What follows belongs to an exercise in optimizing a design on an open flow for small area, a short achievable clock period and few clock cycles; a production flow would make more cautious choices. At most, simulation tests tie the RTL to the original design; equivalence was not proved.

Setup of exp/violet:
==> flow/design.v <==
`timescale 1ns / 1ps
module knn_distance_cal (
    input             clk,
    input             rst_n,
    input      [63:0] train_data,
    input             train_label,
    input             sample_valid,
    input      [63:0] test_data,
    output     [7:0]  distance_o,
    output            label_o,
    output            valid_o
    );
    function [8:0] addnot(input [7:0] a, input [7:0] b);
        reg [7:0] g, t, G, T;
        integer i, j, k;
        begin
            g = a & ~b;
            t = a | ~b;
            G = g;
            T = t;
            for (k = 0; k < 3; k = k + 1)
                for (i = 0; i < 8; i = i + 1)
                    if (i & (1 << k)) begin
                        j = ((i >> k) << k) - 1;
                        G[i] = G[i] | (T[i] & G[j]);
                        T[i] = T[i] & T[j];
                    end
            addnot[0] = ~(a[0] ^ b[0]);
            for (i = 1; i < 8; i = i + 1)
                addnot[i] = ~(a[i] ^ b[i]) ^ G[i-1];
            addnot[8] = G[7];
        end
    endfunction
    reg  [71:0] s_q;                   
    reg         label_q;
    reg         valid_q;
    reg  [71:0] s_d;
    integer f;
    always @(*)
        for (f = 0; f < 8; f = f + 1)
            s_d[f*9 +: 9] = addnot(train_data[f*8 +: 8], test_data[f*8 +: 8]);
    always @(posedge clk) begin
        s_q     <= s_d;
        label_q <= train_label;
        if (!rst_n) valid_q <= 1'b0;
        else        valid_q <= sample_valid;
    end
    function gt9(input [8:0] a, input [8:0] b);
        integer j;
        reg r;
        begin
            r = 1'b0;
            for (j = 0; j < 9; j = j + 1)
                r = (a[j] & ~b[j]) | ((a[j] | ~b[j]) & r);
            gt9 = r;
        end
    endfunction
    function [8:0] max2(input [8:0] a, input [8:0] b);
        max2 = gt9(a, b) ? a : b;
    endfunction
    function [8:0] key(input [8:0] cs);
        key = {cs[7:0] ^ {8{~cs[8]}}, cs[8]};
    endfunction
    wire [8:0] k0   = max2(key(s_q[ 8: 0]), key(s_q[17: 9]));
    wire [8:0] k1   = max2(key(s_q[26:18]), key(s_q[35:27]));
    wire [8:0] k2   = max2(key(s_q[44:36]), key(s_q[53:45]));
    wire [8:0] k3   = max2(key(s_q[62:54]), key(s_q[71:63]));
    wire [8:0] k01  = max2(k0, k1);
    wire [8:0] k23  = max2(k2, k3);
    wire [7:0] d01  = k01[8:1] + k01[0];
    wire [7:0] d23  = k23[8:1] + k23[0];
    wire [7:0] cheb = gt9(k01, k23) ? d01 : d23;
    reg [7:0] cheb_q;
    reg       label_q2;
    reg       valid_q2;
    always @(posedge clk) begin
        cheb_q   <= cheb;
        label_q2 <= label_q;
        if (!rst_n) valid_q2 <= 1'b0;
        else        valid_q2 <= valid_q;
    end
    assign distance_o = cheb_q;
    assign label_o    = label_q2;
    assign valid_o    = valid_q2;
endmodule
`timescale 1ns / 1ps
module knn_distance_comporator #(
    parameter K = 5
    )
    (
    input             clk,
    input             rst_n,
    input      [7:0]  distance_i,
    input             label_i,
    input             valid_i,         
    input             clear_i,         
    input             show_i,          
    output reg        valid_o,
    output reg        label_o
    );
    reg [8*K-1:0] ndist;               
    reg [K-1:0]   lab;
    reg [8*K-1:0] ndist_d;
    reg [K-1:0]   lab_d;
    reg [K-1:0]   lt;                  
    reg [K-1:0]   take_prev, take_new, keep;
    wire          clr = ~rst_n | clear_i;
    function lt8(input [7:0] a, input [7:0] b);
        integer j;
        reg r;
        begin
            r = 1'b0;
            for (j = 0; j < 8; j = j + 1)
                r = (~a[j] & b[j]) | ((~a[j] | b[j]) & r);
            lt8 = r;
        end
    endfunction
    function [7:0] top_dist(input integer i);
        top_dist = ~ndist[8*i +: 8];
    endfunction
    integer i;
    always @(*) begin
        for (i = 0; i < K; i = i + 1)
            lt[i] = valid_i & lt8(distance_i, top_dist(i));
        for (i = 0; i < K; i = i + 1) begin
            take_prev[i] = ~clr & (i > 0 ? lt[i > 0 ? i-1 : 0] : 1'b0);
            take_new[i]  = ~clr & lt[i] & (i > 0 ? ~lt[i > 0 ? i-1 : 0] : 1'b1);
            keep[i]      = ~clr & ~lt[i];
        end
        for (i = 0; i < K; i = i + 1) begin
            ndist_d[8*i +: 8] = ({8{take_prev[i]}} & (i > 0 ? ndist[8*(i > 0 ? i-1 : 0) +: 8] : 8'h00))
                              | ({8{take_new[i]}}  & ~distance_i)
                              | ({8{keep[i]}}      & ndist[8*i +: 8]);
            lab_d[i] = (take_prev[i] & (i > 0 ? lab[i > 0 ? i-1 : 0] : 1'b0))
                     | (take_new[i]  & label_i)
                     | (keep[i]      & lab[i]);
        end
    end
    reg [2:0] sum4;
    reg       last;
    always @(*) begin
        sum4 = 3'd0;
        for (i = 0; i < K-1; i = i + 1)
            sum4 = sum4 + lab[i];
        last = lt[K-1] ? label_i : lab[K-1];
    end
    wire vote = (sum4 > (K/2)) | ((sum4 == (K/2)) & last);
    always @(posedge clk) begin
        ndist <= ndist_d;
        lab   <= lab_d;
        if (!rst_n) begin
            valid_o <= 1'b0;
            label_o <= 1'b0;
        end else begin
            valid_o <= show_i;
            label_o <= show_i & vote;
        end
    end
endmodule
`timescale 1ns / 1ps
module knn_top #(
    parameter DATA_WIDTH = 8,
    parameter FEATURES   = 8,
    parameter K          = 5
    )(
    input                           clk                 ,
    input                           rst_n               ,
    input [DATA_WIDTH*FEATURES-1:0] train_data          ,
    input                           train_label         ,
    input                           data_valid          ,
    input                           training_done       ,
    input [DATA_WIDTH*FEATURES-1:0] test_data           ,
    output                          predicted_valid_o   ,
    output                          predicted_label_o
    );
    wire [7:0] distance;
    wire       label;
    wire       dvalid;
    reg td1;
    always @(posedge clk) begin
        if (!rst_n) td1 <= 1'b0;
        else        td1 <= training_done;
    end
    knn_distance_cal knn_distance_cal_inst (
        .clk          (clk                          ),
        .rst_n        (rst_n                        ),
        .train_data   (train_data                   ),
        .train_label  (train_label                  ),
        .sample_valid (data_valid & ~training_done  ),
        .test_data    (test_data                    ),
        .distance_o   (distance                     ),
        .label_o      (label                        ),
        .valid_o      (dvalid                       )
    );
    knn_distance_comporator #(
        .K (K)
    ) knn_distance_comparator_inst (
        .clk        (clk                                ),
        .rst_n      (rst_n                              ),
        .distance_i (distance                           ),
        .label_i    (label                              ),
        .valid_i    (dvalid                             ),
        .clear_i    (predicted_valid_o & ~training_done ),
        .show_i     (training_done & td1                ),
        .valid_o    (predicted_valid_o                  ),
        .label_o    (predicted_label_o                  )
    );
endmodule
clock: 21.0 ns
lec_check: 0
cap_margin: 20
core_margin: 2
core_utilization: 65
cts_buf_list: sky130_fd_sc_hd__clkbuf_8
cts_cluster_diameter: 80
cts_cluster_size: 40
slew_margin: 20
standard.sh (not shown) runs the stock make flow with config.mk's settings and CLKGATE_MAP_FILE= SYNTH_SCRIPT=/design/flow/synth_recipe.tcl, a recipe that flattens the netlist after the stock synthesis.
==> flow/flow/run.sh <==
#!/bin/bash
# Standard ORFS layout, with two changes to how it is made (the SDC, the clock
# period and the standard synthesis are the standard flow's, unchanged):
#  - port buffers are sky130_fd_sc_hd__buf_1 instead of the delay buffer that
#    buffer_ports picks by default;
#  - timing repair aims for extra setup slack (SETUP_SLACK_MARGIN), so that the
#    achieved period, not just the 21 ns clock, is what repair works on.
set -euo pipefail
bash standard.sh synth > synth.log 2>&1
bash standard.sh SETUP_SLACK_MARGIN=15.5 TNS_END_PERCENT=100 \
    BUFFER_PORTS_ARGS="-buffer_cell sky130_fd_sc_hd__buf_1"  finish > layout.log 2>&1
Testbench counts of exp/violet, summed over its fixed seeds: cycles 49,352.
[inputs] exp/pepper vs exp/violet
==> flow/design.v, changed modules only <==
module knn_distance_cal (
    input             clk,
    input             rst_n,
    input      [63:0] train_data,
    input             train_label,
    input             sample_valid,
    input      [63:0] test_data,
    output     [7:0]  distance_o,
    output            label_o,
    output            valid_o
    );
    function [7:0] absdiff(input [7:0] a, input [7:0] b);
        reg [7:0] g, t, G, T;
        reg       c;
        integer i, j, k;
        begin
            g = a & ~b;
            t = a | ~b;
            G = g;
            T = t;
            for (k = 0; k < 3; k = k + 1)
                for (i = 0; i < 8; i = i + 1)
                    if (i & (1 << k)) begin
                        j = ((i >> k) << k) - 1;
                        G[i] = G[i] | (T[i] & G[j]);
                        T[i] = T[i] & T[j];
                    end
            c = G[7];
            absdiff[0] = a[0] ^ b[0];
            for (i = 1; i < 8; i = i + 1)
                absdiff[i] = a[i] ^ (b[i] ^ (c ^ (G[i-1] | (c & T[i-1]))));
        end
    endfunction
    reg  [63:0] diff_q;
    reg         label_q;
    reg         valid_q;
    reg  [63:0] diff_d;
    integer f;
    always @(*)
        for (f = 0; f < 8; f = f + 1)
            diff_d[f*8 +: 8] = absdiff(train_data[f*8 +: 8], test_data[f*8 +: 8]);
    always @(posedge clk) begin
        diff_q  <= diff_d;
        label_q <= train_label;
        if (!rst_n) valid_q <= 1'b0;
        else        valid_q <= sample_valid;
    end
    function gt8(input [7:0] a, input [7:0] b);
        integer j;
        reg r;
        begin
            r = 1'b0;
            for (j = 0; j < 8; j = j + 1)
                r = (a[j] & ~b[j]) | ((a[j] | ~b[j]) & r);
            gt8 = r;
        end
    endfunction
    function [7:0] max2(input [7:0] a, input [7:0] b);
        max2 = gt8(a, b) ? a : b;
    endfunction
    wire [7:0] m0   = max2(diff_q[ 7: 0], diff_q[15: 8]);
    wire [7:0] m1   = max2(diff_q[23:16], diff_q[31:24]);
    wire [7:0] m2   = max2(diff_q[39:32], diff_q[47:40]);
    wire [7:0] m3   = max2(diff_q[55:48], diff_q[63:56]);
    wire [7:0] m01  = max2(m0, m1);
    wire [7:0] m23  = max2(m2, m3);
    wire [7:0] cheb = max2(m01, m23);
    reg [7:0] cheb_q;
    reg       label_q2;
    reg       valid_q2;
    always @(posedge clk) begin
        cheb_q   <= cheb;
        label_q2 <= label_q;
        if (!rst_n) valid_q2 <= 1'b0;
        else        valid_q2 <= valid_q;
    end
    assign distance_o = cheb_q;
    assign label_o    = label_q2;
    assign valid_o    = valid_q2;
endmodule
Results
- Routed wire length (lower): exp/violet
- In the flow results for exp/pepper and exp/violet, the total vias in the final route is larger on exp/pepper.
- On exp/pepper: clock-buffer cell count is 3 higher than what exp/violet gave.
- Changes observed in exp/pepper relative to exp/violet: compound-gate portion of the synthesized area has increased; post-synthesis area per instance shows a reduction of about 3.6%.
- Sort exp/pepper and exp/violet by arithmetic-cell share of the synthesized area counting full adders, half adders and majority gates desc -> top: exp/violet
- Relative to exp/violet, the cell area measured on exp/pepper has increased by a little under 10%.
- exp/violet -> exp/pepper: required time reported for the critical path endpoint flat
- Die: exp/pepper smaller than exp/violet
- Total global routing track utilization (higher): exp/pepper
- Summary of exp/pepper over exp/violet: register area moved down, worst setup slack after layout went down by 1570 ps.
For exp/pepper, only the layout was checked, not whether the RTL still works.

[afterwards: timing with drivers on the ports]
Ports are ideal in the flow. The routed layouts listed here were re-timed in OpenROAD. Step 1 sets driving cells, clkbuf_16 on the clock port and buf_2 on the other inputs (assumed; they add their load-dependent delay and slew). Step 2 also shifts input and output timing later by t, the mid clock arrival at the registers, as if the neighbouring blocks saw the same clock. Slacks: no drivers / after step 1 / after step 2; pairs: no drivers / after step 1.
| run | t (ns) | setup WS [ns] | hold WS [ns] | slew at the worst register clock pin (ns) | pins driven straight from the clock port |
|---|---|---|---|---|---|
| exp/violet | 0.490 | 15.561 / 15.573 / 15.083 | 0.335 / 0.335 / 0.335 | 0.09 / 0.09 | 1 |
| exp/pepper | 0.502 | 13.990 / 13.974 / 13.472 | 0.354 / 0.354 / 0.354 | 0.08 / 0.08 | 1 |
After both steps every run listed still meets setup and hold. For exp/pepper, which loses most, drivers alone change the setup slack by -0.016 ns; drivers and shift together by -0.518 ns.
